From an optimization exercise on the open Yosys and OpenROAD flow, aimed at small area; shortcuts taken in it are not production practice.
RTL that was checked went through simulation tests only; none was proved equivalent to the original.
Power is estimated from default activity; no workload was simulated.

Setup of indigo:
==> flow/design.v <==
`timescale 1ns / 1ps
module D_FF(Clk  , reset, D    , Q);
    input D, Clk, reset;
    output reg Q;
    always @(posedge Clk or negedge reset)
        if (~reset)
            begin
                Q <= 1'b0;
            end 
        else
            begin
                Q <= D;
            end
endmodule 
`timescale 1ns / 1ps
module Register16b(Clk  ,     reset,      In,Out);
    input [15:0] In;
    input Clk, reset;
    output [15:0] Out;
    D_FF    DFF [15:0] (Clk  , reset, In    , Out);
endmodule
`timescale 1ns / 1ps
module Decoder_3to8(E     ,X        ,Z);
    input E;
    input [2:0] X;
    output [7:0] Z;
    and A0(Z[0],E,~X[2],~X[1],~X[0]);
    and A1(Z[1],E,~X[2],~X[1], X[0]);
    and A2(Z[2],E,~X[2], X[1],~X[0]);
    and A3(Z[3],E,~X[2], X[1], X[0]);
    and A4(Z[4],E, X[2],~X[1],~X[0]);
    and A5(Z[5],E, X[2],~X[1], X[0]);
    and A6(Z[6],E, X[2], X[1],~X[0]);
    and A7(Z[7],E, X[2], X[1], X[0]);
endmodule
`timescale 1ns / 1ps
module Decoder_4to16(E,X,Z);
    input E;
    input [3:0] X;
    output [15:0] Z;  
    not(X3not,X[3]);
    and(E1,X3not,E);
    and(E2,X[3],E);
    Decoder_3to8        DEC1        (E1     ,X[2:0]        ,Z[7:0]);
    Decoder_3to8        DEC2        (E2      ,X[2:0]        ,Z[15:8]);
endmodule
`timescale 1ns / 1ps
module Mux16bit_2to1(E     ,   S  , X1   , X0   , Z);
    input E, S;
    input [15:0] X1;
    input [15:0] X0;
    output [15:0] Z;
    wire Snot; 
    wire [15:0] A1;
    wire [15:0] A2; 
    not            n1(Snot,S);
    genvar i;
    generate
        for (i = 0; i < 16; i = i + 1) begin : bit_slice
            and a2  (A2[i],E,Snot,X0[i]);
            and a1  (A1[i],E,S,X1[i]);
            or  o1  (Z[i], A1[i], A2[i]);
        end
    endgenerate
endmodule
`timescale 1ns / 1ps
module Mux16bit_8to1(E     ,   S  , X0,X1,X2,X3,X4,X5,X6,X7, Z);
    input E;
    input [2:0] S;
    input [15:0] X0,X1,X2,X3,X4,X5,X6,X7;
    output [15:0] Z;
    wire [15:0] Z0,Z1, Z2, Z3, Z4,Z5;
    Mux16bit_2to1       MUX4        (E     ,   S[0]  , X1   , X0   , Z0); 
    Mux16bit_2to1       MUX3        (E     ,   S[0]  , X3   , X2   , Z1);
    Mux16bit_2to1       MUX2        (E     ,   S[0]  , X5   , X4   , Z2);     
    Mux16bit_2to1       MUX1        (E     ,   S[0]  , X7   , X6   , Z3);
    Mux16bit_2to1       MUX6        (E     ,   S[1]  , Z1   , Z0   , Z4);
    Mux16bit_2to1       MUX5        (E     ,   S[1]  , Z3   , Z2   , Z5);
    Mux16bit_2to1       MUX7        (E     ,   S[2]  , Z5   , Z4   , Z);        
endmodule
`timescale 1ns / 1ps
module Mux16bit_16to1(E,S,X0,X1,X2,X3,X4,X5,X6,X7,X8,X9,X10,X11,X12,X13,X14,X15,Z);
    input E;
    input [3:0] S;
    input [15:0] X0,X1,X2,X3,X4,X5,X6,X7,X8,X9,X10,X11,X12,X13,X14,X15;
    output [15:0] Z;
    wire [15:0] Z1, Z2;
    Mux16bit_8to1       MUX1        (E,S[2:0],X0,X1,X2,X3,X4,X5,X6,X7,Z1);
    Mux16bit_8to1       MUX2        (E,S[2:0],X8,X9,X10,X11,X12,X13,X14,X15,Z2);
    Mux16bit_2to1       MUX3        (E     ,   S[3]  ,  Z2  , Z1   , Z);    
endmodule
`timescale 1ns / 1ps
module Reg_File16b(A,B,C,Aaddr,Baddr,Caddr,Load,Clear,Clk);
    output [15:0] A,B;
    input [15:0] C;
    input [3:0] Aaddr,Baddr,Caddr;
    input Load,Clear,Clk;
    reg  [15:0] valid;
    wire [15:0] we = Load ? (16'h0001 << Caddr) : 16'h0000;
    always @(posedge Clk or negedge Clear)
        if (~Clear) valid <= 16'h0000;
        else        valid <= valid | we;
    wire [15:0] asel = valid & (16'h0001 << Aaddr);
    wire [15:0] bsel = valid & (16'h0001 << Baddr);
    wire [255:0] q;
    genvar i;
    generate
        for (i = 0; i < 16; i = i + 1) begin : r
            wire keep = ~we[i];
            wire [15:0] nd;
            reg  [15:0] d;
            genvar k;
            for (k = 0; k < 16; k = k + 1) begin : b
                Rf_Ao22 m (we[i], C[k], keep, d[k], nd[k]);
            end
            always @(posedge Clk)
                d <= nd;
            assign q[16*i +: 16] = d;
        end
        for (i = 0; i < 16; i = i + 1) begin : rd
            wire [15:0] col;
            genvar k;
            for (k = 0; k < 16; k = k + 1) begin : c
                assign col[k] = q[16*k + i];
            end
            Rf_Read16 ra (.s(asel), .d(col), .y(A[i]));
            Rf_Read16 rb (.s(bsel), .d(col), .y(B[i]));
        end
    endgenerate
endmodule
module Rf_Read16(s, d, y);
    input [15:0] s, d;
    output y;
    wire [5:0] t;
    Rf_Aoi222 g0 (s[0],  d[0],  s[1],  d[1],  s[2],  d[2],  t[0]);
    Rf_Aoi222 g1 (s[3],  d[3],  s[4],  d[4],  s[5],  d[5],  t[1]);
    Rf_Aoi222 g2 (s[6],  d[6],  s[7],  d[7],  s[8],  d[8],  t[2]);
    Rf_Aoi222 g3 (s[9],  d[9],  s[10], d[10], s[11], d[11], t[3]);
    Rf_Aoi222 g4 (s[12], d[12], s[13], d[13], s[14], d[14], t[4]);
    Rf_Nand2  g5 (s[15], d[15], t[5]);
    Rf_Nand6  g6 (t, y);
endmodule
module Rf_Aoi222(a1, a2, b1, b2, c1, c2, y);
    input a1, a2, b1, b2, c1, c2;
    output y;
    assign y = ~((a1 & a2) | (b1 & b2) | (c1 & c2));
endmodule
module Rf_Ao22(a1, a2, b1, b2, y);
    input a1, a2, b1, b2;
    output y;
    assign y = (a1 & a2) | (b1 & b2);
endmodule
module Rf_Nand2(a, b, y);
    input a, b;
    output y;
    assign y = ~(a & b);
endmodule
module Rf_Nand6(t, y);
    input [5:0] t;
    output y;
    assign y = ~(&t);
endmodule
export LEC_CHECK = 0
export CAP_MARGIN = 20
export CORE_MARGIN = 2
export CORE_UTILIZATION = 40
export SLEW_MARGIN = 20
export SYNTH_HIERARCHICAL = 1
create_clock -name core_clock -period 5.0 [get_ports {Clk}]
standard.sh (not shown) runs the stock make flow with config.mk's settings and CLKGATE_MAP_FILE= SYNTH_SCRIPT=/design/flow/synth_recipe.tcl, a recipe that flattens the netlist after the stock synthesis.
==> flow/flow/run.sh <==
#!/bin/bash
# The standard layout (the standard.sh, unchanged synthesis), with two
# changes: port buffers use the smallest buffer, and the clock tree uses
# clkbuf_4 in clusters of at most 10 sinks within 40 um, without dummy
# balancing loads. ORFS writes each step's full log under orfs/logs/;
# make's own output goes to standard.log.
set -uo pipefail
bash standard.sh \
  'BUFFER_PORTS_ARGS=-buffer_cell sky130_fd_sc_hd__buf_1' \
  'CTS_ARGS=-sink_clustering_enable -repair_clock_nets -dont_use_dummy_load -buf_list sky130_fd_sc_hd__clkbuf_4 -sink_clustering_size 10 -sink_clustering_max_diameter 40' \
  finish > standard.log 2>&1
diff inputs: indigo => violet
==> flow/design.v, changed modules only <==
module Reg_File16b(A,B,C,Aaddr,Baddr,Caddr,Load,Clear,Clk);
    output [15:0] A,B;
    input [15:0] C;
    input [3:0] Aaddr,Baddr,Caddr;
    input Load,Clear,Clk;
    reg ready;
    always @(posedge Clk or negedge Clear)
        if (~Clear) ready <= 1'b0;
        else        ready <= 1'b1;
    wire [15:0] we = Load ? (16'h0001 << Caddr) : 16'h0000;
    wire [15:0] asel = ready ? (16'h0001 << Aaddr) : 16'h0000;
    wire [15:0] bsel = ready ? (16'h0001 << Baddr) : 16'h0000;
    wire [255:0] q;
    genvar i;
    generate
        for (i = 0; i < 16; i = i + 1) begin : r
            wire keep = ~we[i] & ready;
            wire [15:0] nd;
            reg  [15:0] d;
            genvar k;
            for (k = 0; k < 16; k = k + 1) begin : b
                Rf_Ao22 m (we[i], C[k], keep, d[k], nd[k]);
            end
            always @(posedge Clk)
                d <= nd;
            assign q[16*i +: 16] = d;
        end
        for (i = 0; i < 16; i = i + 1) begin : rd
            wire [15:0] col;
            genvar k;
            for (k = 0; k < 16; k = k + 1) begin : c
                assign col[k] = q[16*k + i];
            end
            Rf_Read16 ra (.s(asel), .d(col), .y(A[i]));
            Rf_Read16 rb (.s(bsel), .d(col), .y(B[i]));
        end
    endgenerate
endmodule
[summary]
Count of multi-input combinational gates (lower): violet. Changes observed in violet relative to indigo: number of flip-flops and latches now sits lower; routed wire length now sits lower; final total power now sits lower; non-clock buffer total of the final layout now sits higher; fraction of power consumed by combinational cells now sits lower. indigo → violet: register cell area after layout moved down; sequential share of layout area moved down.
Function not checked in indigo: the RTL went through the layout flow alone.

-- separate check: timing with driven ports --
No port has a modelled driver above. Below, the same layouts with a new extraction and two added sets of constraints.
Step 1: set_driving_cell puts a clkbuf_16 on Clk and a buf_2 on each other input, an assumption about the parent block.
Step 2 adds t to the input delays and takes it off the output delays; t is the mean of the earliest and latest rising clock arrival at the registers after step 1. Input paths then give back, and output paths get back, about the clock's delay inside the block.
a / b / c = no drivers / after step 1 / after step 2; a / b = the first two.
run	t (ns)	slack for setup (ns)	worst setup path at the end	latest minus earliest clock arrival (ns)
indigo	0.686	0.802 / 0.780 / 0.780	input to output	0.090 / 0.090
violet	0.673	0.399 / 0.354 / 0.645	input to output	0.046 / 0.046
After both steps setup and hold are still met in every run listed. The setup slack of indigo, which loses most, moves by -0.022 ns with the drivers and by -0.022 ns with both steps.
